This is an optimization exercise on Yosys and OpenROAD, whose aim is small area and a short achievable clock period, not a production implementation. No functional check of the RTL was part of any run shown here. The clock cells of runs 2 to 5 come from the design's own scripts or RTL, not from TritonCTS. The clock input has no modelled driver; a real chip could not lean on it and would need a root buffer or a full tree. Power figures rest on the tool's default switching activity, not on a simulated workload.

## flow/config.mk

```make
export PLATFORM = sky130hd
export DESIGN_NAME = hb_task_queue_top
export DESIGN_NICKNAME = hb_task_queue_top
export VERILOG_FILES = /design/flow/design.v
export SDC_FILE = /design/flow/constraint.sdc
export NUM_CORES = 4
export LEC_CHECK = 0
export CAP_MARGIN = 20
export CORE_MARGIN = 2
export CORE_UTILIZATION = 60
export PLACE_DENSITY = 0.72
export SETUP_SLACK_MARGIN = 2.1
export SLEW_MARGIN = 20
export SYNTH_HIERARCHICAL = 1
export SYNTH_MINIMUM_KEEP_SIZE = 0
```

## flow/constraint.sdc

```tcl
create_clock -name core_clock -period 3.6 [get_ports {clk}]
set_input_delay 0.7200 -clock core_clock [delete_from_list [all_inputs] [get_ports {clk}]]
set_output_delay 0.7200 -clock core_clock [all_outputs]
set_load 0.01 [all_outputs]
```

## flow/design.v

```verilog
module hb_task_queue_core #(
    parameter DEPTH = 16,
    parameter WIDTH = 32
)(
    input  logic clk,
    input  logic reset,                  
    input  logic push_req,
    input  logic [WIDTH-1:0] data_in,
    output logic full,
    output logic valid_out,
    output logic [WIDTH-1:0] data_out,
    input  logic pop_req,
    output logic empty                   
);
    localparam RDEPTH = DEPTH - 1;       
    logic [WIDTH-1:0]  head_q;
    logic [WIDTH-1:0]  slot [0:RDEPTH-1];
    logic [DEPTH:0]    nocc;             
    logic [DEPTH:0]    occ;              
    logic [RDEPTH-1:0] rsel;             
    logic              valid_q, full_q;  
    logic              le1_q;            
    logic              mid_q;            
    assign data_out  = head_q;
    assign valid_out = valid_q;
    assign full      = full_q;
    assign empty     = occ[0];
    assign occ       = ~nocc;
    logic [1:0] head_en;
    hb_or2 head_en_lo (.a(occ[0]), .b(pop_req), .y(head_en[0]));
    hb_or2 head_en_hi (.a(occ[0]), .b(pop_req), .y(head_en[1]));
    logic [WIDTH-1:0] head_d;
    always_comb begin
        head_d = le1_q ? data_in : '0;
        for (int j = 0; j < RDEPTH; j++)
            head_d = head_d | (rsel[j] ? slot[j] : '0);
    end
    always_ff @(posedge clk) begin
        if (head_en[0])
            head_q[WIDTH/2-1:0] <= head_d[WIDTH/2-1:0];
        if (head_en[1])
            head_q[WIDTH-1:WIDTH/2] <= head_d[WIDTH-1:WIDTH/2];
    end
    logic [RDEPTH-1:0] shift;
    for (genvar j = 0; j < RDEPTH; j++) begin : g_shift
        hb_and2 shift_en (.a(push_req), .b(mid_q), .y(shift[j]));
    end
    always_ff @(posedge clk) begin
        if (shift[0])
            slot[0] <= data_in;
        for (int j = 1; j < RDEPTH; j++)
            if (shift[j])
                slot[j] <= slot[j-1];
    end
    logic [DEPTH:0] occ_up, occ_dn, occ_both;
    always_comb begin
        occ_up            = {occ[DEPTH-1:0], 1'b0};
        occ_up[DEPTH]     = occ[DEPTH-1] | occ[DEPTH];
        occ_dn            = {1'b0, occ[DEPTH:1]};
        occ_dn[0]         = occ[0] | occ[1];
        occ_both          = occ;
        occ_both[0]       = 1'b0;
        occ_both[1]       = occ[0] | occ[1];
        occ_both[DEPTH-1] = occ[DEPTH-1] | occ[DEPTH];
        occ_both[DEPTH]   = 1'b0;
    end
    localparam NDEC = 3;
    logic [NDEC-1:0] s_hold, s_push, s_pop, s_both;
    for (genvar d = 0; d < NDEC; d++) begin : g_dec
        hb_req_decode decode (
            .push_req(push_req),
            .pop_req(pop_req),
            .reset(reset),
            .s_hold(s_hold[d]),
            .s_push(s_push[d]),
            .s_pop(s_pop[d]),
            .s_both(s_both[d])
        );
    end
    function automatic [3:0] flags(input [DEPTH:0] o);
        flags = {!o[0], o[DEPTH], o[0] | o[1], !o[0] && !o[DEPTH]};
    endfunction
    localparam NB = DEPTH + 1 + 4;
    wire [NB-1:0] c_hold = {flags(occ), occ};
    wire [NB-1:0] c_push = {flags(occ_up), occ_up};
    wire [NB-1:0] c_pop  = {flags(occ_dn), occ_dn};
    wire [NB-1:0] c_both = {flags(occ_both), occ_both};
    logic [NB-1:0] nxt;
    for (genvar k = 0; k < NB; k++) begin : g_next
        localparam int D = (k * NDEC) / NB;
        if (k == 0 || k == DEPTH + 2) begin : g_set
            hb_pick4_set pick (
                .s0(s_hold[D]), .s1(s_push[D]), .s2(s_pop[D]), .s3(s_both[D]),
                .a(c_hold[k]), .b(c_push[k]), .c(c_pop[k]), .d(c_both[k]),
                .set(reset), .y(nxt[k])
            );
        end else begin : g_plain
            hb_pick4 pick (
                .s0(s_hold[D]), .s1(s_push[D]), .s2(s_pop[D]), .s3(s_both[D]),
                .a(c_hold[k]), .b(c_push[k]), .c(c_pop[k]), .d(c_both[k]),
                .y(nxt[k])
            );
        end
    end
    always_ff @(posedge clk) begin
        nocc    <= ~nxt[DEPTH:0];
        rsel    <= nxt[DEPTH:2];
        {valid_q, full_q, le1_q, mid_q} <= nxt[NB-1:DEPTH+1];
    end
endmodule
module hb_req_decode (
    input  logic push_req,
    input  logic pop_req,
    input  logic reset,
    output logic s_hold,
    output logic s_push,
    output logic s_pop,
    output logic s_both
);
    assign s_hold = !reset && !push_req && !pop_req;
    assign s_push = !reset &&  push_req && !pop_req;
    assign s_pop  = !reset && !push_req &&  pop_req;
    assign s_both = !reset &&  push_req &&  pop_req;
endmodule
module hb_and2 (input logic a, input logic b, output logic y);
    assign y = a & b;
endmodule
module hb_or2 (input logic a, input logic b, output logic y);
    assign y = a | b;
endmodule
module hb_pick4 (
    input  logic s0, s1, s2, s3,
    input  logic a, b, c, d,
    output logic y
);
    assign y = (s0 & a) | (s1 & b) | (s2 & c) | (s3 & d);
endmodule
module hb_pick4_set (
    input  logic s0, s1, s2, s3,
    input  logic a, b, c, d,
    input  logic set,
    output logic y
);
    assign y = (s0 & a) | (s1 & b) | (s2 & c) | (s3 & d) | set;
endmodule
module hb_task_distributor (
    input  logic clk,
    input  logic reset,                  
    input  logic in_valid,
    input  logic [31:0] in_data,
    output logic out_valid,
    output logic [31:0] out_data,
    input  logic consumer_ready
);
    logic buffered_valid;                
    logic buffered_empty;                
    logic [31:0] buffered_data;
    assign out_valid = buffered_valid;
    assign out_data  = buffered_data;
    always_ff @(posedge clk) begin
        if (in_valid && buffered_empty)
            buffered_data <= in_data;
        else
            buffered_data <= buffered_data & {32{!buffered_empty}};
    end
    logic valid_n;
    always_comb begin
        if (buffered_empty)
            valid_n = in_valid;
        else
            valid_n = !consumer_ready;
    end
    always_ff @(posedge clk) begin
        if (reset) begin
            buffered_valid <= 1'b0;
            buffered_empty <= 1'b1;
        end else begin
            buffered_valid <= valid_n;
            buffered_empty <= !valid_n;
        end
    end
endmodule
module hb_arbiter_banked (
    input  logic clk,
    input  logic reset,                  
    input  logic in_valid,
    input  logic [31:0] in_data,
    output logic [1:0] grant_out,
    output logic [1:0] served_bank
);
    logic rr;
    logic [1:0] grant;
    assign grant_out   = grant;
    assign served_bank = grant;
    always_ff @(posedge clk) begin
        if (reset) begin
            grant <= 2'b00;
            rr    <= 1'b0;
        end else begin
            grant <= in_valid ? (rr ? 2'b10 : 2'b01) : 2'b00;
            if (in_valid) rr <= ~rr;
        end
    end
endmodule
module hb_task_queue_top (
    input  logic        clk,
    input  logic        reset,             
    input  logic        push_req,
    input  logic [31:0] data_in,
    input  logic        pop_req,
    output logic        full,
    output logic        valid_out,
    output logic [31:0] data_out,
    input  logic        consumer_ready,
    output logic        dist_out_valid,
    output logic [31:0] dist_out_data,
    output logic [1:0]  grant_out,
    output logic [1:0]  served_bank
);
    logic q_empty;
    hb_task_queue_core #(.DEPTH(16), .WIDTH(32)) dut_queue (
        .clk(clk),
        .reset(reset),
        .push_req(push_req),
        .data_in(data_in),
        .full(full),
        .valid_out(valid_out),
        .data_out(data_out),
        .pop_req(pop_req),
        .empty(q_empty)
    );
    hb_task_distributor distributor (
        .clk(clk),
        .reset(reset),
        .in_valid(!q_empty),
        .in_data(data_out),
        .out_valid(dist_out_valid),
        .out_data(dist_out_data),
        .consumer_ready(consumer_ready)
    );
    hb_arbiter_banked arbiter (
        .clk(clk),
        .reset(reset),
        .in_valid(!q_empty),
        .in_data(data_out),
        .grant_out(grant_out),
        .served_bank(served_bank)
    );
endmodule
```

## flow/flow/run.sh

```bash
#!/bin/bash
# Own layout flow: the standard ORFS flow, with three changes:
#  - before global routing, flow/pre_grt.tcl strengthens the drivers of
#    nets with many loads;
#  - the clock tree is built by flow/pre_cts.tcl (two inverter levels) in
#    place of TritonCTS;
#  - every port gets a buf_1 as its port buffer.
# Each ORFS step writes its full log under orfs/logs/; make's own output goes
# to flow_make.log in the work folder.
set -euo pipefail
W=$(pwd)
bash standard.sh \
  PRE_CTS_TCL="$W/flow/pre_cts.tcl" \
  PRE_GLOBAL_ROUTE_TCL="$W/flow/pre_grt.tcl" \
  BUFFER_PORTS_ARGS="-buffer_cell sky130_fd_sc_hd__buf_1" \
  finish > "$W/flow_make.log" 2>&1
```

## flow/flow/mtree.tcl

```tcl
# Manual two-level clock tree: NROOT root cells fed by the clock port, each
# driving a group of leaf cells; each leaf cell drives a cluster of sinks.
# The cells may be buffers or inverters (two inverter levels keep the
# clock's polarity).
proc manual_cts {nroot nleaf rootcell leafcell} {
  set block [ord::get_db_block]
  set db [ord::get_db]
  set clknet [$block findNet clk]
  set sinks {}
  foreach it [$clknet getITerms] {
    lassign [$it getAvgXY] ok x y
    lappend sinks [list $it $x $y]
  }
  set n [llength $sinks]
  puts "manual_cts: $n sinks"
  # balanced recursive bisection into nleaf clusters
  proc bisect {pts k} {
    if {$k <= 1} { return [list $pts] }
    set xs [lmap p $pts {lindex $p 1}]; set ys [lmap p $pts {lindex $p 2}]
    set dx [expr {[tcl::mathfunc::max {*}$xs] - [tcl::mathfunc::min {*}$xs]}]
    set dy [expr {[tcl::mathfunc::max {*}$ys] - [tcl::mathfunc::min {*}$ys]}]
    set idx [expr {$dx >= $dy ? 1 : 2}]
    set s [lsort -real -index $idx $pts]
    set k1 [expr {$k / 2}]; set k2 [expr {$k - $k1}]
    set cut [expr {round([llength $s] * double($k1) / $k)}]
    return [concat [bisect [lrange $s 0 [expr {$cut-1}]] $k1] [bisect [lrange $s $cut end] $k2]]
  }
  set clusters [bisect $sinks $nleaf]
  set lmaster [$db findMaster $leafcell]
  set rmaster [$db findMaster $rootcell]
  set leaves {}
  set i 0
  foreach c $clusters {
    set sx 0; set sy 0
    foreach p $c { set sx [expr {$sx + [lindex $p 1]}]; set sy [expr {$sy + [lindex $p 2]}] }
    set cx [expr {round($sx / [llength $c])}]; set cy [expr {round($sy / [llength $c])}]
    set inst [odb::dbInst_create $block $lmaster "clkbuf_leaf_m$i"]
    set net [odb::dbNet_create $block "clknet_leaf_m$i"]
    $net setSigType CLOCK
    foreach p $c { set it [lindex $p 0]; $it disconnect; $it connect $net }
    [outpin $inst] connect $net
    $inst setLocation $cx $cy
    $inst setPlacementStatus PLACED
    lappend leaves [list $inst $cx $cy]
    incr i
  }
  set groups [bisect $leaves $nroot]
  set i 0
  foreach g $groups {
    set sx 0; set sy 0
    foreach p $g { set sx [expr {$sx + [lindex $p 1]}]; set sy [expr {$sy + [lindex $p 2]}] }
    set cx [expr {round($sx / [llength $g])}]; set cy [expr {round($sy / [llength $g])}]
    set inst [odb::dbInst_create $block $rmaster "clkbuf_root_m$i"]
    set net [odb::dbNet_create $block "clknet_root_m$i"]
    $net setSigType CLOCK
    foreach p $g { [[lindex $p 0] findITerm A] connect $net }
    [outpin $inst] connect $net
    [$inst findITerm A] connect $clknet
    $inst setLocation $cx $cy
    $inst setPlacementStatus PLACED
    incr i
  }
  $clknet setSigType CLOCK
  puts "manual_cts: [llength $clusters] leaves, [llength $groups] roots"
}
proc outpin {inst} {
  foreach it [$inst getITerms] { if {[$it isOutputSignal]} { return $it } }
}
```

## flow/flow/pre_cts.tcl

```tcl
# Sourced by ORFS's cts.tcl before clock tree synthesis (PRE_CTS_TCL).
# Replaces TritonCTS with a two-level tree built by manual_cts: four root
# inverters on the clock port, each driving a group of leaf inverters, each
# leaf inverter driving a compact cluster of about 18 flip-flops. Two
# single-stage inverter levels instead of TritonCTS's three buffer levels:
# the clock arrives at every register earlier, with the same small skew.
source [file join [file dirname [info script]] mtree.tcl]

rename clock_tree_synthesis tritoncts_clock_tree_synthesis
proc clock_tree_synthesis {args} {
  set n [llength [[[ord::get_db_block] findNet clk] getITerms]]
  set nleaf [expr {max(4, ($n + 17) / 18)}]
  manual_cts 4 $nleaf sky130_fd_sc_hd__inv_16 sky130_fd_sc_hd__inv_8
  set_propagated_clock [all_clocks]
}
```

## flow/flow/pre_grt.tcl

```tcl
# Sourced by ORFS's global_route.tcl before global routing
# (PRE_GLOBAL_ROUTE_TCL): the driver of every signal net with 20 or more
# loads is made strong (buffers to buf_12, flip-flops to dfxtp_4), then the
# placement is legalized again. The timing repair that follows global
# routing starts from these.
set block [ord::get_db_block]
set up {
  sky130_fd_sc_hd__buf_1 sky130_fd_sc_hd__buf_12
  sky130_fd_sc_hd__buf_2 sky130_fd_sc_hd__buf_12
  sky130_fd_sc_hd__buf_4 sky130_fd_sc_hd__buf_12
  sky130_fd_sc_hd__buf_6 sky130_fd_sc_hd__buf_12
  sky130_fd_sc_hd__buf_8 sky130_fd_sc_hd__buf_12
  sky130_fd_sc_hd__dfxtp_1 sky130_fd_sc_hd__dfxtp_4
  sky130_fd_sc_hd__dfxtp_2 sky130_fd_sc_hd__dfxtp_4
}
set n 0
foreach net [$block getNets] {
  if {[$net getSigType] ne "SIGNAL"} { continue }
  set loads 0
  set drv ""
  foreach it [$net getITerms] {
    if {[$it isOutputSignal]} { set drv [$it getInst] } else { incr loads }
  }
  if {$drv eq "" || $loads < 20} { continue }
  set m [[$drv getMaster] getName]
  if {[dict exists $up $m]} {
    replace_cell $drv [dict get $up $m]
    incr n
  }
}
puts "pre_grt: upsized $n drivers"
detailed_placement
```

## flow/standard.sh

```bash
#!/bin/bash
# synth_recipe.tcl (not shown) runs the flow's synth.tcl, then flattens the netlist and writes it again
# the make line also repeats each setting of config.mk as NAME=value (left out here)
make -C /OpenROAD-flow-scripts/flow DESIGN_CONFIG=/design/flow/config.mk WORK_HOME=/design/flow/orfs CLKGATE_MAP_FILE= SYNTH_SCRIPT=/design/flow/synth_recipe.tcl "${@:-finish}"
```

==> metrics.csv, run 1 <==
metric;value;unit
async_flop_share;0;%
synth_most_common_cell;edfxtp_1;
yosys-top-cells-count;edfxtp_1 (512), a221oi_1 (128), a22o_1 (127);
tool.error;[ERROR STA-0124] instance type 'odb__dbInst' is not an instance.;
ioPinCount;108;
dpl_worst_slack;1.14;ns
syn_area;21000;um2
cts_hold_buf;0;
dieWidth;191;um
syn_inst;1171;
failing_step;5_1_grt;
initial_core_util;60.9;%
hpwl;29100;um
synth_warnings;10;
seq_area_frac_synth;80.1;%
synth_seq_cells;585;
synth-main-ff-cell;edfxtp_1;
syn_avg_cell_area;18.0;um2
yosys-top-cells-area;edfxtp_1 (73%), dfxtp_1 (7.0%), a221oi_1 (5.3%);
synth_top_cell_by_area;edfxtp_1;
gp_congestion;0.813;
ys_types;30;
portBuffers;107;
row_count;68;
synth_edf_count;512;
dp.cells;1702;
die_y;191;um
yosys.area.top_type_share;73.1;%
outcome;did not finish;
## logic make-up after synthesis
family          share of synthesized area [%]
flops                                    80.1
compound gates                           13.0
buf+inv                                  3.56
simple gates                             3.23
other cells                            0.0357
xor+xnor                               0.0417
## power groups by stage
stage | logic, mW | registers, mW | clock network [mW]
after floorplan | 0.367 | 8.05 | 0
after global placement | 0.655 | 8.07 | 0
after detailed placement | 0.673 | 8.08 | 0
after CTS | 0.806 | 7.94 | 2.73
## stage by stage
step / hold WS [ns] / util, % / area (um2)
floorplan: 0.427 / - / 21100
global placement: 0.428 / 63.0 / 21800
detailed placement: 0.432 / 63.0 / 21800
CTS: 0.446 / 67.2 / 23200
## worst min-delay path by stage
stage,end
after CTS,distributor.buffered_data[6]
after detailed placement,distributor.buffered_data[6]
after global placement,dut_queue.slot[9][27]
after floorplan,dut_queue.slot[2][0]
## per-module statistics from Yosys (local to each module, per instance), a selection
module	cell area, um2	cells inside	copies in the design	flops+latches
hb_pick4	18.8	3	19	0
hb_or2	6.26	1	2	0
hb_and2	6.26	1	15	0
hb_req_decode	30.0	4	3	0
hb_task_queue_top	3.75	1	1	0
hb_pick4_set	18.8	3	2	0
hb_arbiter_banked	105	9	1	3
hb_task_distributor	1250	143	1	34
## what timing repair did
action                     4_1_cts
pin swaps                       36
cloned                          17
setup buffers                   20
resized for setup              137
setup endpoints to repair      611
==> run 2: changes to the inputs <==
--- a/flow/flow/pre_grt.tcl
+++ b/flow/flow/pre_grt.tcl
@@ -24,7 +24,7 @@
   if {$drv eq "" || $loads < 20} { continue }
   set m [[$drv getMaster] getName]
   if {[dict exists $up $m]} {
-    replace_cell $drv [dict get $up $m]
+    $drv swapMaster [[ord::get_db] findMaster [dict get $up $m]]
     incr n
   }
 }
==> run 2 against run 1 <==
The run now finishes clean. Synthesized area stayed put. Synthesized cell count stayed put.
==> metrics.csv, run 2 <==
metric;value;unit;change
crit_required;3.48;ns;
synth_top_cell_by_area;edfxtp_1;;
cp-start-kind;register;;
rsz0062_at_grt;true;;
peakVddDrop;302;uV;
fp.coreArea;34500;um2;
syn_inst;1171;;unchanged
ys_types;30;;unchanged
synth_adder_area_share;0;%;unchanged
cap_violations;0;;
clk_pin_slew;0.10;ns;
drt_iter0_drc;1752;;
synth_xor_area_share;0.0417;%;unchanged
grt_max_degree;43;;
row_count;68;;unchanged
synth_warnings;10;;unchanged
synth_compound_area_share;13.0;%;unchanged
cp_max_fo;32;;
yosys.area.top_type_share;73.1;%;unchanged
setup_viol;0;;
syn_avg_cell_area;18.0;um2;unchanged
synthMuxAreaShare;0;%;unchanged
dieWidth;191;um;unchanged
synth_seq_cells;585;;unchanged
async_flop_share;0;%;unchanged
drive_gt1_share;20.7;%;
seq_area_frac_synth;80.1;%;unchanged
drt_pass1_iterations;5;;
synth_most_common_cell;edfxtp_1;;
ioPinCount;108;;unchanged
overflow;0;;
fin_ws;1.97;ns;
finalWirelength;55600;um;
largest_reg_flops;480;;
vias;12400;;
synth_top_family_by_area;compound AO/OA/AOI/OAI gates;;
finalHoldViolCount;0;;
placed_cell_area;21800;um2;unchanged
skew;0.0138;ns;
critPathKind;reg -> reg;;
hpwl;29100;um;unchanged
final_cell_mix;edfxtp_1 (512), a22o_1 (125), buf_1 (82);;
powerDensity;478;nW/um2;
syn_area;21000;um2;unchanged
top_register;dut_queue.slot;;
holdWs;0.443;ns;
synth_edf_count;512;;unchanged
first_global_vias;11900;;
synth-simple-area-share;3.23;%;unchanged
min_period;1.63;ns;
initial_core_util;60.9;%;unchanged
cts_hold_buf;0;;unchanged
maxSlewViolCount;0;;
final_core_util;70.0;%;
wl_per_cell;30.8;um;
fill_cells;2182;;
largest_registers;dut_queue.slot (480), distributor.buffered_data (32), dut_queue.head_q (32);;
grt_util_all_layers;28.9;%;
clock_latency;0.18;ns;
yosys-top-cells-count;edfxtp_1 (512), a221oi_1 (128), a22o_1 (127);;
gp_congestion;0.813;;unchanged
grt_antenna_before_repair;0;;
max_freq;613;MHz;
fin_nets;1391;;
die_area;36500;um2;
drc_errors;0;;
fin_crit_sh;45.3;%;
antenna_cells;0;;
synth-main-ff-cell;edfxtp_1;;
final_area;24200;um2;
portBuffers;107;;unchanged
p_leak;8.07;nW;
die_y;191;um;unchanged
yosys-top-cells-area;edfxtp_1 (73%), dfxtp_1 (7.0%), a221oi_1 (5.3%);;
arrival;1.51;ns;
dpl_worst_slack;1.14;ns;unchanged
viasPerCell;6.88;;
ant_nets;0;;
tns;0;ns;
hold_path.class;reg -> reg;;
grt_pass1_wl;76700;um;
area_growth;15.1;%;
final_common_cell;edfxtp_1;;
worstSetupEndpointType;register;;
outcome;complete, no violations;;
[run 2: cell counts after synthesis]
No cell type changed its count.
[run 2: per-layer routing]
metal	GRT usage [%]	wire [um]	share of wire, %	vias to the layer above
li1	-	-	-	5195
met1	41.7	21000	38	6257
met2	46.2	26400	47	871
met3	5.67	6650	12	108
met4	6.72	1600	2.9	0
met5	0	0	0	-
[run 2: what timing repair did]
action	4_1_cts	5_1_grt
gates resized for setup	137	93
buffers inserted	20	28
endpoints found under the setup margin	611	164
pin swaps	36	56
gates cloned	17	3
[run 2: worst max-delay path, stage by stage, from the launching register on]
cell      delay [ns]
dfxtp_1         0.35
buf_12          0.19
a22o_1          0.23
a221oi_1        0.30
nand4_1         0.25
[run 2: worst paths after layout]
kind / from / end / slack [ns] / cells after the start
worst max-delay path: dut_queue.rsel[4] / dut_queue.head_q[0] / 1.97 / 4
worst min-delay path: distributor.buffered_data[6] / distributor.buffered_data[6] / 0.44 / 2
worst max register to register: dut_queue.rsel[4] / dut_queue.head_q[0] / 1.97 / 4
worst min register to register: distributor.buffered_data[6] / distributor.buffered_data[6] / 0.44 / 2
[run 2: stage by stage]
| stage | cells | power, mW |
|---|---|---|
| floorplan | 1178 | 8.41 |
| global placement | 1702 | 8.72 |
| detailed placement | 1702 | 8.76 |
| CTS | 1776 | 11.5 |
| global route | 1807 | 11.9 |
| finish | 1807 | 11.6 |
[run 2: kinds of logic after synthesis]
kind of cell | after synthesis
flip-flops | 585
AND/OR/NAND/NOR | 122
AO/OA/AOI/OAI | 332
XOR/XNOR | 1
buffers and inverters | 129
other | 2
[run 2: cell type report]
| cell class | instances | area, um2 | area share, % |
|---|---|---|---|
| tap | 455 | 569 | 2.35 |
| multi-input combinational | 480 | 4330 | 17.9 |
| inverter | 106 | 714 | 2.95 |
| timing repair buffer | 181 | 1730 | 7.14 |
| sequential | 585 | 16800 | 69.6 |
[run 2: where the power goes]
group	switching [mW]	internal, mW	leakage [nW]	total (mW)
Clock	2.28	0.417	0.239	2.69
Combinational	0.561	0.354	2.50	0.915
Sequential	0.226	7.73	5.34	7.96
[run 2: modules after synthesis (local to each module, per instance), a selection]
module,flip-flops and latches,cell area [um2],cells
hb_arbiter_banked,3,105,9
hb_pick4_set,0,18.8,3
hb_pick4,0,18.8,3
hb_task_distributor,34,1250,143
hb_or2,0,6.26,1
hb_and2,0,6.26,1
==> run 3: changes to the inputs <==
--- a/flow/config.mk
+++ b/flow/config.mk
@@ -9,7 +9,7 @@
 export CORE_MARGIN = 2
 export CORE_UTILIZATION = 60
 export PLACE_DENSITY = 0.72
-export SETUP_SLACK_MARGIN = 2.1
+export SETUP_SLACK_MARGIN = 2.0
 export SLEW_MARGIN = 20
 export SYNTH_HIERARCHICAL = 1
 export SYNTH_MINIMUM_KEEP_SIZE = 0
==> run 3 against run 2 <==
Still clean. Worst setup slack better by 0.0036 ns. First-iteration DRC count is 10% lower. Total power is 0.68% lower. Synthesized area stayed put. Routed wire length is 3.0% lower. Critical path depth stayed put. Clock skew is 0.0051 ns higher. Synthesized cell count stayed put. Critical path type is now in -> reg. Largest cell class unchanged. Largest power group unchanged.
==> metrics.csv, run 3 <==
metric;value;unit;change
arrival;1.52;ns;about the same
cts_hold_buf;0;;unchanged
initial_core_util;60.9;%;unchanged
min_path_cells;2;;unchanged
setup_viol;0;;unchanged
viasPerCell;6.90;;+0.28%
dieWidth;191;um;unchanged
drt_pass1_iterations;6;;+1
grt_util_all_layers;29.4;%;+0.52 points
r2r_start;dut_queue.rsel[0];;
skew;0.0188;ns;+0.00505 ns
cp_slowest_cell;a22o_1;;
switching_share;26.4;%;-0.12 points
fill_cells;2246;;+2.9%
fin_nets;1360;;-2.2%
cp-start-kind;input pin;;
outcome;complete, no violations;;
slowest_delay;0.27;ns;-0.08 ns
dp.cells;1717;;+0.88%
hold_path_end;distributor.buffered_data[13];;
maxSlewViolCount;0;;unchanged
drt_iter0_drc;1576;;-10%
largest_registers;dut_queue.slot (480), distributor.buffered_data (32), dut_queue.head_q (32);;
async_flop_share;0;%;unchanged
clkPwrFrac;23.5;%;+0.2 points
wl_per_cell;30.4;um;-1.3%
p_leak;7.73;nW;-4.3%
hpwl;31600;um;+8.5%
die_y;191;um;unchanged
grt.busiest_layer;met2;;
use_met3;6.48;%;+0.81 points
cp_top_family;compound AO/OA/AOI/OAI gates;;
syn_avg_cell_area;18.0;um2;unchanged
tns;0;ns;unchanged
row_count;68;;unchanged
fp.coreArea;34500;um2;unchanged
synth_top_cell_by_area;edfxtp_1;;
clk_pin_slew;0.09;ns;about the same
die_area;36500;um2;unchanged
worstPathCellList;buf_1, a22o_1, a221oi_1, nand4_1;;
final_common_cell;edfxtp_1;;
gp_congestion;0.810;;-0.33%
fin_cells;1776;;-1.7%
grt_max_degree;42;;-2.3%
largest_reg_flops;480;;unchanged
min_period;1.63;ns;-0.00361 ns
finalHoldViolCount;0;;unchanged
area_growth;11.7;%;
holdCritStartpoint;distributor.buffered_data[13];;
pwr-share-seq;69.1;%;+0.3 points
hold_path.class;reg -> reg;;
final_cell_mix;edfxtp_1 (512), a22o_1 (127), buf_1 (99);;
crit_required;3.49;ns;about the same
met2_usage;48.1;%;+2.0 points
ys_types;30;;unchanged
seq_area_frac_synth;80.1;%;unchanged
total_switching_power;3.03;mW;-1.1%
overflow;0;;unchanged
vias;12300;;-1.4%
rsz0062_at_grt;true;;
portBuffers;107;;unchanged
syn_area;21000;um2;unchanged
crit_buf_inv;1;;unchanged
grt_pass1_wl;77600;um;+1.1%
peakVddDrop;351;uV;+16%
met1_usage;40.8;%;-0.87 points
r2r-end;dut_queue.head_q[25];;
synth_most_common_cell;edfxtp_1;;
cp_max_fo;2;;-94%
top_register;dut_queue.slot;;
max_freq;614;MHz;+0.22%
synth_edf_count;512;;unchanged
r2r_setup_slack;2.02;ns;+0.05 ns
first_global_vias;11900;;+0.35%
yosys.area.top_type_share;73.1;%;unchanged
finalWirelength;54000;um;-3.0%
ioPinCount;108;;unchanged
synth_warnings;10;;unchanged
holdWs;0.444;ns;+0.00135 ns
synth-main-ff-cell;edfxtp_1;;
drc_errors;0;;unchanged
drive_gt1_share;13.3;%;-7.4 points
fin_crit_sh;45.2;%;-0.10 points
cap_violations;0;;unchanged
synth_seq_cells;585;;unchanged
antenna_cells;0;;unchanged
intPower;8.46;mW;-0.51%
yosys-top-cells-count;edfxtp_1 (512), a221oi_1 (128), a22o_1 (127);;
dpl_worst_slack;0.742;ns;-0.394 ns
grt_antenna_before_repair;0;;unchanged
rr_worst_depth;4;;unchanged
worstSetupEndpointType;register;;
fin_ws;1.97;ns;+0.00361 ns
syn_inst;1171;;unchanged
cp.depth;4;;unchanged
clock_latency;0.18;ns;about the same
critPathKind;in -> reg;;
powerDensity;489;nW/um2;+2.3%
p_comb_share;7.4;%;-0.5 points
yosys-top-cells-area;edfxtp_1 (73%), dfxtp_1 (7.0%), a221oi_1 (5.3%);;
ant_nets;0;;unchanged
==> run 3: worst max-delay path by stage <==
stage,start,to,slack (ns)
2_1_floorplan,push_req,dut_queue.slot[0][0],2.02
3_3_place_gp,push_req,dut_queue.nocc[4],0.81
3_5_place_dp,push_req,dut_queue.nocc[5],0.74
4_1_cts,push_req,dut_queue.slot[0][27],1.97
5_1_grt,data_in[26],dut_queue.head_q[26],1.94
6_report,data_in[2],dut_queue.head_q[2],1.97
==> run 3: power by group through the flow <==
stage	clock network (mW)	registers (mW)	logic (mW)
after global routing	2.95	7.98	0.898
after detailed placement	0	8.08	0.714
after floorplan	0	8.05	0.359
final	2.70	7.95	0.845
after global placement	0	8.07	0.699
after CTS	2.74	7.94	0.812
==> run 3: metal layers <==
layer,wire [um],vias to the layer above
met5,0,-
met4,1490,0
met3,6230,107
met2,25700,833
met1,20500,6194
li1,-,5118
==> run 3: area by class of cell <==
class	count	area [um2]	area share [%]
Tap cell	455	569	2.42
Inverter	106	714	3.04
Multi-Input combinational cell	464	3830	16.3
Sequential cell	585	16800	71.7
Timing Repair Buffer	166	1530	6.50
==> run 3: worst register-to-register path, stage by stage, from the launching register on <==
cell and delay (ns):
dfxtp_1 0.34, buf_12 0.19, a22o_1 0.25, a221oi_1 0.28
nand4_1 0.23
==> run 3: logic make-up after synthesis <==
logic type / synth area share (%)
buffers and inverters: 3.56
AO/OA/AOI/OAI: 13.0
other: 0.0357
XOR/XNOR: 0.0417
flip-flops: 80.1
AND/OR/NAND/NOR: 3.23
==> run 3: per-module statistics from Yosys (local to each module, per instance), a selection <==
module / area, um2 / flip-flops and latches
hb_req_decode: 30.0 / 0
hb_and2: 6.26 / 0
hb_pick4_set: 18.8 / 0
hb_arbiter_banked: 105 / 3
hb_task_queue_top: 3.75 / 0
hb_task_distributor: 1250 / 34
hb_pick4: 18.8 / 0
hb_or2: 6.26 / 0
==> run 3: per-stage QoR <==
stage                     area [um2]  total power, mW  utilization [%]
after floorplan                21100             8.41                -
after global placement         22000             8.77             63.7
after detailed placement       22000             8.80             63.7
after CTS                      23100             11.5             66.8
after global routing           23500             11.8             68.0
final                          23500             11.5             68.0
==> run 3: what timing repair did <==
action / 4_1_cts / 5_1_grt
setup buffers: 15 / 0
gates resized for setup: 82 / 36
setup endpoints to repair: 593 / 68
cloned: 6 / 1
endpoints found under the hold margin: 0 / 0
pin swaps: 12 / 11
==> run 4: changes to the inputs <==
--- a/flow/design.v
+++ b/flow/design.v
@@ -15,7 +15,6 @@
     localparam RDEPTH = DEPTH - 1;       
     logic [WIDTH-1:0]  head_q;
     logic [WIDTH-1:0]  slot [0:RDEPTH-1];
-    logic [DEPTH:0]    nocc;             
     logic [DEPTH:0]    occ;              
     logic [RDEPTH-1:0] rsel;             
     logic              valid_q, full_q;  
@@ -25,32 +24,33 @@
     assign valid_out = valid_q;
     assign full      = full_q;
     assign empty     = occ[0];
-    assign occ       = ~nocc;
-    logic [1:0] head_en;
-    hb_or2 head_en_lo (.a(occ[0]), .b(pop_req), .y(head_en[0]));
-    hb_or2 head_en_hi (.a(occ[0]), .b(pop_req), .y(head_en[1]));
+    assign occ       = {rsel, valid_q & le1_q, !valid_q};
+    wire head_en = occ[0] || pop_req;
     logic [WIDTH-1:0] head_d;
-    always_comb begin
-        head_d = le1_q ? data_in : '0;
-        for (int j = 0; j < RDEPTH; j++)
-            head_d = head_d | (rsel[j] ? slot[j] : '0);
-    end
-    always_ff @(posedge clk) begin
-        if (head_en[0])
-            head_q[WIDTH/2-1:0] <= head_d[WIDTH/2-1:0];
-        if (head_en[1])
-            head_q[WIDTH-1:WIDTH/2] <= head_d[WIDTH-1:WIDTH/2];
-    end
-    logic [RDEPTH-1:0] shift;
-    for (genvar j = 0; j < RDEPTH; j++) begin : g_shift
-        hb_and2 shift_en (.a(push_req), .b(mid_q), .y(shift[j]));
-    end
-    always_ff @(posedge clk) begin
-        if (shift[0])
+    for (genvar i = 0; i < WIDTH; i++) begin : g_hd
+        logic [5:0] t_n;
+        for (genvar p = 0; p < 5; p++) begin : g_p
+            hb_aoi222 l1 (.a0(rsel[3*p]),   .b0(slot[3*p][i]),
+                          .a1(rsel[3*p+1]), .b1(slot[3*p+1][i]),
+                          .a2(rsel[3*p+2]), .b2(slot[3*p+2][i]), .y(t_n[p]));
+        end
+        hb_nand2 l1d (.a(le1_q), .b(data_in[i]), .y(t_n[5]));
+        logic [1:0] t_o;
+        hb_nand3 l2a (.a(t_n[0]), .b(t_n[1]), .c(t_n[2]), .y(t_o[0]));
+        hb_nand3 l2b (.a(t_n[3]), .b(t_n[4]), .c(t_n[5]), .y(t_o[1]));
+        hb_or2 l3 (.a(t_o[0]), .b(t_o[1]), .y(head_d[i]));
+    end
+    always_ff @(posedge clk) begin
+        if (head_en)
+            head_q <= head_d;
+    end
+    wire shift = push_req && mid_q;
+    always_ff @(posedge clk) begin
+        if (shift) begin
             slot[0] <= data_in;
-        for (int j = 1; j < RDEPTH; j++)
-            if (shift[j])
+            for (int j = 1; j < RDEPTH; j++)
                 slot[j] <= slot[j-1];
+        end
     end
     logic [DEPTH:0] occ_up, occ_dn, occ_both;
     always_comb begin
@@ -64,48 +64,27 @@
         occ_both[DEPTH-1] = occ[DEPTH-1] | occ[DEPTH];
         occ_both[DEPTH]   = 1'b0;
     end
-    localparam NDEC = 3;
-    logic [NDEC-1:0] s_hold, s_push, s_pop, s_both;
-    for (genvar d = 0; d < NDEC; d++) begin : g_dec
-        hb_req_decode decode (
-            .push_req(push_req),
-            .pop_req(pop_req),
-            .reset(reset),
-            .s_hold(s_hold[d]),
-            .s_push(s_push[d]),
-            .s_pop(s_pop[d]),
-            .s_both(s_both[d])
-        );
-    end
-    function automatic [3:0] flags(input [DEPTH:0] o);
-        flags = {!o[0], o[DEPTH], o[0] | o[1], !o[0] && !o[DEPTH]};
-    endfunction
-    localparam NB = DEPTH + 1 + 4;
-    wire [NB-1:0] c_hold = {flags(occ), occ};
-    wire [NB-1:0] c_push = {flags(occ_up), occ_up};
-    wire [NB-1:0] c_pop  = {flags(occ_dn), occ_dn};
-    wire [NB-1:0] c_both = {flags(occ_both), occ_both};
-    logic [NB-1:0] nxt;
-    for (genvar k = 0; k < NB; k++) begin : g_next
-        localparam int D = (k * NDEC) / NB;
-        if (k == 0 || k == DEPTH + 2) begin : g_set
-            hb_pick4_set pick (
-                .s0(s_hold[D]), .s1(s_push[D]), .s2(s_pop[D]), .s3(s_both[D]),
-                .a(c_hold[k]), .b(c_push[k]), .c(c_pop[k]), .d(c_both[k]),
-                .set(reset), .y(nxt[k])
-            );
-        end else begin : g_plain
-            hb_pick4 pick (
-                .s0(s_hold[D]), .s1(s_push[D]), .s2(s_pop[D]), .s3(s_both[D]),
-                .a(c_hold[k]), .b(c_push[k]), .c(c_pop[k]), .d(c_both[k]),
-                .y(nxt[k])
-            );
-        end
-    end
-    always_ff @(posedge clk) begin
-        nocc    <= ~nxt[DEPTH:0];
-        rsel    <= nxt[DEPTH:2];
-        {valid_q, full_q, le1_q, mid_q} <= nxt[NB-1:DEPTH+1];
+    logic s_hold, s_push, s_pop, s_both;
+    hb_req_decode decode (
+        .push_req(push_req),
+        .pop_req(pop_req),
+        .reset(reset),
+        .s_hold(s_hold),
+        .s_push(s_push),
+        .s_pop(s_pop),
+        .s_both(s_both)
+    );
+    wire [DEPTH:0] occ_n = ({(DEPTH+1){s_hold}} & occ)
+                         | ({(DEPTH+1){s_push}} & occ_up)
+                         | ({(DEPTH+1){s_pop}}  & occ_dn)
+                         | ({(DEPTH+1){s_both}} & occ_both)
+                         | {{DEPTH{1'b0}}, reset};
+    always_ff @(posedge clk) begin
+        rsel    <= occ_n[DEPTH:2];
+        valid_q <= !occ_n[0];
+        full_q  <= occ_n[DEPTH];
+        le1_q   <= occ_n[0] | occ_n[1];
+        mid_q   <= !occ_n[0] && !occ_n[DEPTH];
     end
 endmodule
 module hb_req_decode (
@@ -122,26 +101,18 @@
     assign s_pop  = !reset && !push_req &&  pop_req;
     assign s_both = !reset &&  push_req &&  pop_req;
 endmodule
-module hb_and2 (input logic a, input logic b, output logic y);
-    assign y = a & b;
+module hb_aoi222 (input logic a0, input logic b0, input logic a1, input logic b1,
+                  input logic a2, input logic b2, output logic y);
+    assign y = !((a0 & b0) | (a1 & b1) | (a2 & b2));
+endmodule
+module hb_nand2 (input logic a, input logic b, output logic y);
+    assign y = !(a & b);
+endmodule
+module hb_nand3 (input logic a, input logic b, input logic c, output logic y);
+    assign y = !(a & b & c);
 endmodule
 module hb_or2 (input logic a, input logic b, output logic y);
     assign y = a | b;
-endmodule
-module hb_pick4 (
-    input  logic s0, s1, s2, s3,
-    input  logic a, b, c, d,
-    output logic y
-);
-    assign y = (s0 & a) | (s1 & b) | (s2 & c) | (s3 & d);
-endmodule
-module hb_pick4_set (
-    input  logic s0, s1, s2, s3,
-    input  logic a, b, c, d,
-    input  logic set,
-    output logic y
-);
-    assign y = (s0 & a) | (s1 & b) | (s2 & c) | (s3 & d) | set;
 endmodule
 module hb_task_distributor (
     input  logic clk,
==> flow/flow/run.sh (replaced) <==
#!/bin/bash
# Own layout flow: the standard ORFS flow, with two changes:
#  - the clock tree is built by flow/pre_cts.tcl (two inverter levels) in
#    place of TritonCTS;
#  - every port gets a buf_1 as its port buffer.
# Each ORFS step writes its full log under orfs/logs/; make's own output goes
# to flow_make.log in the work folder.
set -euo pipefail
W=$(pwd)
bash standard.sh \
  PRE_CTS_TCL="$W/flow/pre_cts.tcl" \
  BUFFER_PORTS_ARGS="-buffer_cell sky130_fd_sc_hd__buf_1" \
  finish > "$W/flow_make.log" 2>&1
--- a/flow/config.mk
+++ b/flow/config.mk
@@ -9,7 +9,7 @@
 export CORE_MARGIN = 2
 export CORE_UTILIZATION = 60
 export PLACE_DENSITY = 0.72
-export SETUP_SLACK_MARGIN = 2.0
+export SETUP_SLACK_MARGIN = 1.9
 export SLEW_MARGIN = 20
 export SYNTH_HIERARCHICAL = 1
 export SYNTH_MINIMUM_KEEP_SIZE = 0
removed: flow/flow/pre_grt.tcl
==> run 4 against run 3 <==
Critical path depth did not move. Synthesized cell count fell by 12%. Worst setup slack got worse by 0.12 ns.
==> metrics.csv, run 4 <==
metric;value;unit;change
drt_iter0_drc;2109;;+34%
yosys-top-cells-area;edfxtp_1 (78%), a222oi_1 (8.7%), dfxtp_1 (5.6%);;
finalWirelength;43900;um;-19%
syn_avg_cell_area;19.2;um2;+7.1%
final_common_cell;edfxtp_1;;
initial_core_util;60.7;%;-0.16 points
hold_path.class;reg -> reg;;
grt_pass1_wl;64100;um;-17%
peakVddDrop;332;uV;-5.2%
die_area;34300;um2;-6.2%
p_leak;7.27;nW;-5.8%
row_count;66;;-2.9%
tns;0;ns;unchanged
synth_warnings;11;;+1
switching_share;25.1;%;-1.3 points
synthMuxAreaShare;0;%;unchanged
syn_inst;1025;;-12%
first_global_vias;10700;;-11%
wl_per_cell;26.4;um;-13%
syn_area;19700;um2;-6.3%
setup_viol;0;;unchanged
clkPwrFrac;23.7;%;+0.2 points
final_area;21900;um2;-6.5%
skew;0.0117;ns;-0.00709 ns
async_flop_share;0;%;unchanged
intPower;8.12;mW;-4.0%
fin_ws;1.85;ns;-0.123 ns
ioPinCount;108;;unchanged
grt_antenna_before_repair;0;;unchanged
final_core_util;67.6;%;-0.35 points
fin_nets;1260;;-7.4%
cp_max_fo;7;;+5
powerDensity;494;nW/um2;+0.90%
ys_types;34;;+13%
clock_latency;0.17;ns;about the same
slew_headroom;58.1;%;
largest_registers;dut_queue.slot (480), distributor.buffered_data (32), dut_queue.head_q (32);;
cts_hold_buf;0;;unchanged
die_y;185;um;-3.1%
seq_area_frac_synth;83.6;%;+3.5 points
worstSetupEndpointType;register;;
critPathKind;reg -> reg;;
cap_violations;0;;unchanged
yosys-top-cells-count;edfxtp_1 (512), a222oi_1 (172), nand3_1 (95);;
maxSlewViolCount;0;;unchanged
dieWidth;185;um;-3.1%
viasPerCell;6.70;;-2.9%
p_comb_share;5.1;%;-2.3 points
worst_pin_slew;0.629;ns;
synth_top_family_by_area;compound AO/OA/AOI/OAI gates;;
synth_top_cell_by_area;edfxtp_1;;
vias;11100;;-9.0%
arrival;1.68;ns;+0.16 ns
drc_errors;0;;unchanged
hpwl;23900;um;-24%
max_freq;571;MHz;-7.0%
dpl_worst_slack;1.16;ns;+0.419 ns
top_register;dut_queue.slot;;
clk_pin_slew;0.09;ns;about the same
placed_cell_area;20800;um2;-5.5%
final_cell_mix;edfxtp_1 (512), a222oi_1 (172), buf_1 (103);;
total_switching_power;2.72;mW;-10%
portBuffers;107;;unchanged
grt_max_degree;85;;+100%
rsz0062_at_grt;true;;
pwr-share-seq;71.2;%;+2.1 points
min_period;1.75;ns;+0.123 ns
largest_reg_flops;480;;unchanged
overflow;0;;unchanged
area_growth;11.4;%;
ant_nets;0;;unchanged
gp_congestion;0.753;;-7.1%
finalPower;10.8;mW;-5.7%
drive_gt1_share;11.2;%;-2.1 points
fin_crit_sh;48.6;%;+3.4 points
synth_adder_area_share;0;%;unchanged
synth_edf_count;512;;unchanged
fp.coreArea;32500;um2;-6.0%
yosys.area.top_type_share;78.0;%;+4.9 points
antenna_cells;0;;unchanged
drt_pass1_iterations;11;;+5
synth_most_common_cell;edfxtp_1;;
synth_seq_cells;567;;-3.1%
crit_required;3.53;ns;+0.04 ns
synth-simple-area-share;4.66;%;+1.4 points
cp-start-kind;register;;
finalHoldViolCount;0;;unchanged
synth_xor_area_share;0.0445;%;+0.0028 points
synth-main-ff-cell;edfxtp_1;;
outcome;complete, no violations;;
grt_util_all_layers;24.8;%;-4.6 points
synth_compound_area_share;9.98;%;-3.1 points
## run 4: cell types whose count changed in the layout (fill, tap and decap cells not counted), moves of 23 or more
| cell | before | now |
|---|---|---|
| buf_4 | 12 | 36 |
| a22o_1 | 127 | 1 |
| inv_1 | 68 | 45 |
| or2_1 | 1 | 32 |
| a22oi_1 | 38 | 1 |
| nand4_1 | 32 | 0 |
| a221oi_1 | 91 | 0 |
| buf_12 | 37 | 13 |
| a221oi_2 | 37 | 0 |
| nand3_1 | 31 | 95 |
| dfxtp_1 | 71 | 39 |
| a222oi_1 | 2 | 172 |
## run 4: per-module statistics from Yosys (local to each module, per instance), a selection
module               flops+latches  area [um2]
hb_aoi222                        0        10.0
hb_nand2                         0        3.75
hb_nand3                         0        5.00
hb_task_distributor             34        1250
hb_task_queue_top                0        3.75
hb_req_decode                    0        30.0
hb_arbiter_banked                3         105
hb_or2                           0        6.26
## run 4: path summary, 6_finish.rpt
kind	startpoint	to	slack (ns)	cells after the start
setup / recovery	dut_queue.rsel[0]	dut_queue.head_q[17]	1.85	4
hold / removal	distributor.buffered_data[18]	distributor.buffered_data[18]	0.45	2
setup reg to reg	dut_queue.rsel[0]	dut_queue.head_q[17]	1.85	4
hold reg to reg	distributor.buffered_data[18]	distributor.buffered_data[18]	0.45	2
## run 4: logic make-up after synthesis
family / after synthesis
compound gates: 214
xor+xnor: 1
buf+inv: 63
flops: 567
simple gates: 180
## run 4: critical path, cell delays in order, from the launching register on
cell and delay [ns]:
dfxtp_4 0.43, buf_12 0.17, a222oi_1 0.39, nand3_1 0.23
or2_1 0.28
## run 4: layout make-up
type                            count  area [um2]
Fill cell                        2140       10500
Inverter                           82         617
Multi-Input combinational cell    398        2960
Sequential cell                   567       16500
Tap cell                          442         553
Timing Repair Buffer              173        1290
Timing Repair inverter              1        7.51
## run 4: timing repair
action / 4_1_cts / 5_1_grt
hold endpoints to repair: 0 / 0
cloned: 5 / 4
buffers inserted: 12 / 20
resized for setup: 67 / 23
pin swaps: 12 / 18
endpoints found under the setup margin: 576 / 175
## run 4: routing by layer
| layer | global-route usage, % | vias to the layer above | wire, um |
|---|---|---|---|
| met4 | 5.05 | 0 | 914 |
| li1 | - | 4804 | - |
| met1 | 36.7 | 5620 | 17000 |
| met3 | 2.73 | 61 | 4570 |
| met5 | 0 | - | 0 |
| met2 | 40.9 | 660 | 21500 |
## run 4: through the flow
stage / instances / hold WS (ns)
finish: 1663 / 0.448
global route: 1663 / 0.462
CTS: 1639 / 0.448
detailed placement: 1586 / 0.432
global placement: 1586 / 0.427
floorplan: 1025 / 0.425
## run 4: power groups by stage
stage          clock (mW)  combinational (mW)  sequential (mW)
4_1_cts              2.64               0.523             7.71
5_1_grt              2.86               0.600             7.75
3_5_place_dp            0               0.484             7.86
2_1_floorplan           0               0.252             7.88
6_report             2.57               0.551             7.71
3_3_place_gp            0               0.470             7.85
==> run 5: changes to the inputs <==
--- a/flow/config.mk
+++ b/flow/config.mk
@@ -9,7 +9,7 @@
 export CORE_MARGIN = 2
 export CORE_UTILIZATION = 60
 export PLACE_DENSITY = 0.72
-export SETUP_SLACK_MARGIN = 1.9
+export SETUP_SLACK_MARGIN = 1.95
 export SLEW_MARGIN = 20
 export SYNTH_HIERARCHICAL = 1
 export SYNTH_MINIMUM_KEEP_SIZE = 0
==> run 5 against run 4 <==
Still clean. Via count is 3.7% higher. Clock skew is 0.0091 ns higher. Worst setup slack worse by 0.15 ns. First-iteration DRC count is 11% higher. Register-to-register slack better by 0.02 ns. Sequential power hardly changed. Clock power hardly changed. Total power is 0.83% higher. Hold slack worse by 0.0035 ns. Combinational power is 9.8% higher. Critical endpoint is now dut_queue.rsel[7].
==> metrics.csv, run 5 <==
metric;value;unit;change
grt_max_degree;48;;-44%
worstPathCellList;buf_1, buf_6, and3b_2, or2_4, a222oi_1, inv_1;;
syn_area;19700;um2;unchanged
area_growth;14.5;%;
syn_avg_cell_area;19.2;um2;unchanged
fin_crit_sh;52.7;%;+4.0 points
peakVddDrop;361;uV;+8.7%
top_register;dut_queue.slot;;
synth_seq_cells;567;;unchanged
vias;11600;;+3.7%
finalHoldViolCount;0;;unchanged
cp_top_family;simple AND/OR/NAND/NOR gates;;
cp_max_fo;7;;unchanged
drive_gt1_share;14.2;%;+3.0 points
slowest_delay;0.36;ns;-0.07 ns
initial_core_util;60.7;%;unchanged
portBuffers;107;;unchanged
yosys-top-cells-area;edfxtp_1 (78%), a222oi_1 (8.7%), dfxtp_1 (5.6%);;
grt_antenna_before_repair;0;;unchanged
final_cell_mix;edfxtp_1 (512), a222oi_1 (172), buf_1 (105);;
r2r_start;dut_queue.rsel[2];;
hpwl;24200;um;+1.3%
yosys.area.top_type_share;78.0;%;unchanged
fill_cells;2023;;-5.5%
holdWs;0.444;ns;-0.00352 ns
seq_area_frac_synth;83.6;%;unchanged
overflow;0;;unchanged
holdCritStartpoint;dut_queue.slot[8][16];;
yosys-top-cells-count;edfxtp_1 (512), a222oi_1 (172), nand3_1 (95);;
r2r-end;dut_queue.head_q[13];;
cap_violations;0;;unchanged
die_y;185;um;unchanged
skew;0.0209;ns;+0.00912 ns
synth_warnings;11;;unchanged
rsz0062_at_grt;true;;
crit_start;reset;;
hold_path_end;dut_queue.slot[9][16];;
drt_iter0_drc;2341;;+11%
critPathKind;in -> reg;;
ys_types;34;;unchanged
min_path_cells;0;;-2
final_common_cell;edfxtp_1;;
first_global_vias;10700;;+0.62%
row_count;66;;unchanged
dpl_worst_slack;1.19;ns;+0.0266 ns
drt_pass1_iterations;13;;+2
ant_nets;0;;unchanged
p_leak;7.57;nW;+4.0%
wl_per_cell;27.5;um;+4.2%
viasPerCell;6.78;;+1.2%
largest_registers;dut_queue.slot (480), distributor.buffered_data (32), dut_queue.head_q (32);;
setup_viol;0;;unchanged
crit_required;3.66;ns;+0.13 ns
fp.coreArea;32500;um2;unchanged
die_area;34300;um2;unchanged
crit_buf_inv;3;;+2
ioPinCount;108;;unchanged
cp_slowest_cell;a222oi_1;;
largest_reg_flops;480;;unchanged
drc_errors;0;;unchanged
grt_util_all_layers;25.3;%;+0.52 points
synth_most_common_cell;edfxtp_1;;
dieWidth;185;um;unchanged
dp.cells;1588;;+0.13%
r2r_setup_slack;1.87;ns;+0.02 ns
antenna_cells;0;;unchanged
maxSlewViolCount;0;;unchanged
finalWirelength;46900;um;+6.7%
synth-main-ff-cell;edfxtp_1;;
rr_worst_depth;4;;unchanged
fin_nets;1300;;+3.2%
final_area;22600;um2;+2.8%
fin_cells;1703;;+2.4%
min_period;1.90;ns;+0.146 ns
clock_latency;0.18;ns;about the same
arrival;1.95;ns;+0.27 ns
synth_edf_count;512;;unchanged
async_flop_share;0;%;unchanged
clk_pin_slew;0.09;ns;about the same
gp_congestion;0.784;;+4.2%
placed_cell_area;20800;um2;+0.10%
fin_ws;1.70;ns;-0.146 ns
worstSetupEndpointType;register;;
worst_pin_slew;0.728;ns;+0.0989 ns
hold_path.class;reg -> reg;;
cts_hold_buf;0;;unchanged
syn_inst;1025;;unchanged
outcome;complete, no violations;;
max_freq;527;MHz;-7.7%
synth_top_cell_by_area;edfxtp_1;;
slew_headroom;51.5;%;-6.6 points
cp-start-kind;input pin;;
powerDensity;485;nW/um2;-1.9%
grt_pass1_wl;65200;um;+1.7%
run 5: cell counts after synthesis:
No cell type changed its count.
run 5: worst register-to-register path, cell delays in order (launching register included):
cell,delay [ns]
dfxtp_4,0.42
buf_12,0.17
a222oi_1,0.44
nand3_1,0.16
or2_1,0.27
run 5: power by group:
part / switching (mW) / internal, mW / total [mW] / leakage [nW]
sequential: 0.193 / 7.53 / 7.72 / 5.28
clock: 2.20 / 0.407 / 2.60 / 0.233
combinational: 0.380 / 0.225 / 0.605 / 2.05
run 5: worst max path at each step:
stage	to	slack [ns]	cells after the start
global route	dut_queue.rsel[10]	1.69	6
finish	dut_queue.rsel[7]	1.70	6
floorplan	dut_queue.slot[0][0]	-0.89	1
CTS	dut_queue.rsel[7]	1.82	6
detailed placement	dut_queue.slot[14][29]	1.19	3
global placement	dut_queue.slot[13][29]	1.25	3
run 5: through the flow:
step	TNS [ns]	util (%)	total power, mW
2_1_floorplan	-427.47	-	8.13
3_3_place_gp	0	64.1	8.31
3_5_place_dp	0	64.1	8.35
4_1_cts	0	67.3	10.9
5_1_grt	0	69.5	11.3
6_report	0	69.5	10.9
run 5: area by class of cell:
type | count | area (um2) | share of cell area, %
sequential | 567 | 16500 | 73.3
multi-input combinational | 398 | 2980 | 13.2
timing repair buffer | 213 | 1870 | 8.29
inverter | 82 | 617 | 2.74
tap | 442 | 553 | 2.45
timing repair inverter | 1 | 7.51 | 0.0333
run 5: routing by layer:
| layer | up-vias | global-route usage (%) | wire length [um] |
|---|---|---|---|
| li1 | 4895 | - | - |
| met1 | 5752 | 39.0 | 18200 |
| met2 | 822 | 39.8 | 21900 |
| met3 | 84 | 3.28 | 5610 |
| met4 | 0 | 5.21 | 1140 |
| met5 | - | 0 | 0 |
run 5: cells by family after synthesis:
logic type	count (synthesis)	synth area share, %
flip-flops	567	83.6
XOR/XNOR	1	0.0445
buffers and inverters	63	1.67
AND/OR/NAND/NOR	180	4.66
AO/OA/AOI/OAI	214	9.98
run 5: repair_timing:
item / in CTS / in global routing
pin swaps: 5 / 42
buffers inserted: 25 / 35
gates cloned: 9 / 10
resized for setup: 59 / 39
endpoints found under the setup margin: 578 / 468
run 5: Yosys stat by module, one instance, submodules excluded, a selection:
| module | times used | flops+latches |
|---|---|---|
| hb_task_distributor | 1 | 34 |
| hb_arbiter_banked | 1 | 3 |
| hb_req_decode | 1 | 0 |
| hb_aoi222 | 160 | 0 |
| hb_or2 | 32 | 0 |
| hb_nand3 | 64 | 0 |
| hb_nand2 | 32 | 0 |
| hb_task_queue_top | 1 | 0 |

[port drivers added, routing unchanged]
In the flow no input, the clock included, has a driving cell. The finished layouts below were timed again as built, in two steps. Step 1, drivers: a clkbuf_16 drives clk and a buf_2 each remaining input, both assumed. Step 2 times the ports against the registers' clock, not the clock port: input delays grow and output delays shrink by t, the midpoint of the rising clock arrivals with the driver on. Three values: ideal, step 1, step 2; two values: the first two.
run	t (ns)	setup slack, ns	worst setup path after step 2	slew at the worst register clock pin (ns)	pins driven straight from the clock port
run 2	0.393	1.968 / 1.807 / 1.690	input to register	0.10 / 0.10	4
run 3	0.389	1.972 / 1.810 / 1.584	input to register	0.10 / 0.10	4
run 4	0.384	1.849 / 1.821 / 1.686	input to register	0.09 / 0.09	4
run 5	0.391	1.704 / 1.775 / 1.506	input to register	0.10 / 0.10	4
After both steps setup and hold are still met in every run listed. For run 3, which loses most, drivers alone change the setup slack by -0.162 ns; drivers and shift together by -0.388 ns.
